Context: an optimization exercise on an open-source flow, tuned for small area. The choices shown serve that exercise and are no tape-out recipe. Function was checked by simulation only, so behaviour that the tests miss may differ from the original. No driver is modelled on the clock port, so clocking that relies on it looks cheaper here than on a real chip. No activity file was given, so power comes from the tool's default toggle rates.

// MouseTransceiver
module MouseTransceiver(
	input 			RESET,
	input 			CLK,
	input 			CLK_MOUSE_IN,		 
	output 			CLK_MOUSE_OUT_EN,	 
	input 			DATA_MOUSE_IN,		 
	output 			DATA_MOUSE_OUT,		 
	output 			DATA_MOUSE_OUT_EN,	 
        output  [3:0] SEG_SELECT_OUT,
        output  [7:0] HEX_OUT,
        output  [1:0] LED_OUT
);
==> flow/config.mk <==
export PLATFORM = sky130hd
export DESIGN_NAME = MouseTransceiver
export DESIGN_NICKNAME = MouseTransceiver
export VERILOG_FILES = /design/flow/design.v
export SDC_FILE = /design/flow/constraint.sdc
export NUM_CORES = 4
export LEC_CHECK = 0
export CAP_MARGIN = 20
export CORE_MARGIN = 2
export CORE_UTILIZATION = 60
export SLEW_MARGIN = 20
==> flow/constraint.sdc <==
create_clock -name core_clock -period 10.0 [get_ports {CLK}]
set_input_delay 2.0000 -clock core_clock [delete_from_list [all_inputs] [get_ports {CLK}]]
set_output_delay 2.0000 -clock core_clock [all_outputs]
set_load 0.01 [all_outputs]
standard.sh (not shown) runs the stock make flow with config.mk's settings and CLKGATE_MAP_FILE= SYNTH_SCRIPT=/design/flow/synth_recipe.tcl, a recipe that flattens the netlist after the stock synthesis.
==> flow/flow/run.sh <==
#!/bin/bash
# The standard layout (standard.sh), with three changes to how it is made:
#  - no full/half-adder extraction before ABC (ADDER_MAP_FILE empty), so ABC
#    maps all the logic itself; registers are mapped exactly as before;
#  - clock tree from small clkbuf_4 buffers in large clusters, without dummy
#    loads;
#  - port buffers are buf_1 cells.
# Each tool's full output goes to flow.log (and ORFS's own logs under orfs/).
set -euo pipefail
bash standard.sh \
  ADDER_MAP_FILE= \
  "CTS_ARGS=-sink_clustering_enable -repair_clock_nets -buf_list sky130_fd_sc_hd__clkbuf_4 -sink_clustering_size 30 -sink_clustering_max_diameter 100 -dont_use_dummy_load" \
  "BUFFER_PORTS_ARGS=-buffer_cell sky130_fd_sc_hd__buf_1" \
  finish > flow.log 2>&1
Next try:
==> flow/flow/run.sh (replaced) <==
#!/bin/bash
# The standard layout (standard.sh) with these changes to how it is made:
#  - synthesis is the standard synthesis script, but ABC maps with an
#    area-oriented script (flow/area.abc) and no full/half-adder extraction
#    runs before it; registers are mapped exactly as in the standard synthesis;
#  - the clock tree uses clkbuf cells named in CTS_BUFS, in large clusters,
#    without dummy loads;
#  - port buffers are buf_1 cells.
# Each tool's full output goes to flow.log, next to ORFS's own logs in orfs/.
set -euo pipefail
W=$(pwd)
CTS_BUFS=${CTS_BUFS:-"sky130_fd_sc_hd__clkbuf_8"}
CTS_CLUSTER=${CTS_CLUSTER:-"-sink_clustering_size 40 -sink_clustering_max_diameter 200"}
sed "/synth_preamble.tcl/a set abc_args [lreplace \$abc_args 1 1 $W/flow/area.abc]" \
  "$FLOW_HOME/scripts/synth.tcl" > "$W/orfs_synth.tcl"
sed "s#\$::env(SCRIPTS_DIR)/synth.tcl#$W/orfs_synth.tcl#" "$W/synth_recipe.tcl" > "$W/own_synth.tcl"
bash standard.sh \
  SYNTH_SCRIPT="$W/own_synth.tcl" \
  ADDER_MAP_FILE= \
  "CTS_ARGS=-sink_clustering_enable -repair_clock_nets -buf_list $CTS_BUFS $CTS_CLUSTER -dont_use_dummy_load" \
  "BUFFER_PORTS_ARGS=-buffer_cell sky130_fd_sc_hd__buf_1" \
  finish > flow.log 2>&1
==> flow/flow/area.abc (new file) <==
strash
&get -n
&fraig -x
&put
scorr
dc2
strash
&get -n
&dch -f
&nf -R 1000
&put
After rerunning: The new run produced a clean layout. Register-to-register slack loses 0.29 ns. Routed wire length goes up by 3.1%. Fmax fell by about 1%. Global-route usage came out higher by 0.75 points. Die area goes down by about 5.6%. Worst setup slack loses 0.041 ns. Total power went up by about 20%. Critical path depth does not change. Flip-flop and latch count does not change.
Next try:
==> flow/run.sh (new file) <==
#!/bin/bash
# synth_recipe.tcl (not shown) runs the flow's synth.tcl, then flattens the netlist and writes it again
# the make line also repeats each setting of config.mk as NAME=value (left out here)
make -C /OpenROAD-flow-scripts/flow DESIGN_CONFIG=/design/flow/config.mk WORK_HOME=/design/flow/orfs CLKGATE_MAP_FILE= SYNTH_SCRIPT=/design/flow/synth_recipe.tcl finish
- CTS_BUF_LIST: unset -> sky130_fd_sc_hd__clkbuf_4
- CTS_CLUSTER_DIAMETER: unset -> 100
- CTS_CLUSTER_SIZE: unset -> 30
removed: flow/flow/run.sh
removed: flow/flow/area.abc
removed: flow/standard.sh
Result: Count of clock-buffer cells in the layout goes up by 1. Clock skew shrinks by 0.011 ns. First-iteration DRC count went down by about 23%. Total power decreases by 1.5%. Cell area went up by about 14%. Worst setup slack gets worse by 0.56 ns. Utilization rose by 0.16 points. Cell count climbs by about 9%. Synthesized cell count increases by 8.8%. Fmax decreases by 13%.

========
MouseTransceiver, a different RTL version from the one above (not shown whole).
Size: ~530 cells after synthesis, roughly 4800 um^2 of cells after synthesis.
// MouseTransceiver
module MouseTransceiver(
	input 			RESET,
	input 			CLK,
	input 			CLK_MOUSE_IN,		 
	output 			CLK_MOUSE_OUT_EN,	 
	input 			DATA_MOUSE_IN,		 
	output 			DATA_MOUSE_OUT,		 
	output 			DATA_MOUSE_OUT_EN,	 
        output  [3:0] SEG_SELECT_OUT,
        output  [7:0] HEX_OUT,
        output  [1:0] LED_OUT
);
export LEC_CHECK = 0
export CAP_MARGIN = 20
export CORE_MARGIN = 2
export CORE_UTILIZATION = 50
export SLEW_MARGIN = 20
create_clock -name core_clock -period 10.0 [get_ports {CLK}]
==> flow/flow/run.sh <==
#!/bin/bash
# The standard layout (standard.sh) with these changes to how it is made:
#  - synthesis is the standard synthesis script, except that no full/half
#    adder extraction runs before ABC and ABC maps with an area-oriented script
#    and no delay target. Several such scripts (flow/abc_*.txt) are tried, and
#    the one whose netlist has the least cell area is kept. Registers are
#    mapped exactly as in the standard synthesis: ABC only sees the logic
#    between them;
#  - the clock tree is built from clkbuf_4 cells, without dummy loads, and
#    a leaf buffer driving 11 or more pins becomes a clkbuf_8 (post_cts.tcl);
#  - port buffers are buf_1 cells.
# Each tool's full output goes to flow.log, next to ORFS's own logs in orfs/.
set -euo pipefail
W=$(pwd)
LOG=$W/flow.log
: > "$LOG"
STAT=$W/orfs/reports/sky130hd/MouseTransceiver/base/synth_stat.txt
VARS=(ADDER_MAP_FILE=
  "CTS_ARGS=-sink_clustering_enable -repair_clock_nets -buf_list sky130_fd_sc_hd__clkbuf_4 -sink_clustering_size 30 -sink_clustering_max_diameter 100 -dont_use_dummy_load"
  "BUFFER_PORTS_ARGS=-buffer_cell sky130_fd_sc_hd__buf_1"
  "POST_CTS_TCL=$W/flow/post_cts.tcl")

# ORFS's synth.tcl with the ABC script replaced and its -D delay target dropped,
# and the standard flow's synthesis script sourcing it
make_synth_script() {
  sed "/synth_preamble.tcl/a set abc_args [lreplace \$abc_args 1 1 $1]\nset i [lsearch -exact \$abc_args -D]\nif {\$i >= 0} { set abc_args [lreplace \$abc_args \$i [expr {\$i + 1}]] }" \
    "$FLOW_HOME/scripts/synth.tcl" > "$W/orfs_synth.tcl"
  sed "s#\$::env(SCRIPTS_DIR)/synth.tcl#$W/orfs_synth.tcl#" "$W/synth_recipe.tcl" > "$W/own_synth.tcl"
}

best=""
best_area=""
first=1
for s in "$W"/flow/abc_*.txt; do
  make_synth_script "$s"
  if [[ $first == 1 ]]; then
    bash standard.sh SYNTH_SCRIPT="$W/own_synth.tcl" "${VARS[@]}" synth >> "$LOG" 2>&1
    first=0
  else
    bash standard.sh SYNTH_SCRIPT="$W/own_synth.tcl" "${VARS[@]}" do-yosys >> "$LOG" 2>&1
  fi
  area=$(awk '/Chip area for module/ {print $NF}' "$STAT")
  echo "ABC script $(basename "$s"): cell area $area" >> "$LOG"
  if [[ -z "$best" ]] || awk -v a="$area" -v b="$best_area" 'BEGIN { exit !(a < b) }'; then
    best=$s
    best_area=$area
  fi
done
echo "keeping ABC script $(basename "$best") ($best_area)" >> "$LOG"
make_synth_script "$best"
bash standard.sh SYNTH_SCRIPT="$W/own_synth.tcl" "${VARS[@]}" do-yosys >> "$LOG" 2>&1
bash standard.sh SYNTH_SCRIPT="$W/own_synth.tcl" "${VARS[@]}" finish >> "$LOG" 2>&1
Other scripts of this flow, unchanged in this note and not shown: flow/flow/abc_s11.txt, flow/flow/abc_s12.txt, flow/flow/abc_s14.txt, flow/flow/abc_s4.txt, flow/flow/abc_s7.txt, flow/flow/abc_s8.txt, flow/flow/post_cts.tcl
The first run completed without violations.
Edit:
Settings changed: CAP_MARGIN 20 to 0, CORE_UTILIZATION 50 to 60, SLEW_MARGIN 20 to 0.
Register-to-register slack got worse by 0.18 ns.
Count of clock-buffer cells in the layout stays the same.
Synthesized cell count is unchanged.
Clock skew hardly moves.
Routed wire length drops by 3.5%.
Final area went down by 0.80%.
Total power decreases by 0.64%.
Die area fell by 16%.
Hold slack is about the same.
Worst setup slack got worse by 0.0038 ns.
Edit:
Settings changed: CAP_MARGIN 0 to 20, SLEW_MARGIN 0 to 20.
Outcome:
- The new run completed with no timing, DRC or antenna violations
- global-route usage does not change
- worst setup slack is about the same
- flip-flop and latch count stays the same
- synthesized cell count stays the same
- total power is about the same
Edit:
Settings changed: CORE_UTILIZATION 60 to 72.
Utilization came out higher by 14 points.
Wire length came out higher by about 6.6%.
Cell count came out lower by 3.7%.

-- what the ideal ports hide --
Ports are ideal in the flow. The routed layouts listed here were re-timed in OpenROAD. Step 1 sets driving cells, clkbuf_16 on the clock port and buf_2 on the other inputs (assumed; they add their load-dependent delay and slew). Step 2 adds t to the input delays and takes it off the output delays; t is the mean of the earliest and latest rising clock arrival at the registers after step 1. Input paths then give back, and output paths get back, about the clock's delay inside the block. a / b / c = ideal ports / drivers / drivers and shift; a / b = the first two.
run	t (ns)	setup slack, ns	worst setup path at the end	worst register clock-pin slew, ns	cell pins on the clock port's net
the first run of note 1	0.512	6.200 / 6.166 / 6.227	input to register	0.12 / 0.12	1
the second run of note 1	0.448	6.159 / 6.127 / 6.086	input to register	0.08 / 0.08	1
the third run of note 1	0.568	5.600 / 5.563 / 5.919	input to register	0.12 / 0.12	1
the first run of note 2	0.410	6.203 / 6.167 / 6.300	input to register	0.10 / 0.10	1
the second run of note 2	0.409	6.199 / 6.165 / 6.368	input to register	0.10 / 0.10	1
the third run of note 2	0.411	6.198 / 6.164 / 6.359	input to register	0.10 / 0.10	1
the fourth run of note 2	0.414	6.225 / 6.194 / 6.335	input to register	0.11 / 0.11	1
After both steps every run listed still meets setup and hold. For the second run of note 1, which loses most, drivers alone change the setup slack by -0.032 ns; drivers and shift together by -0.073 ns.
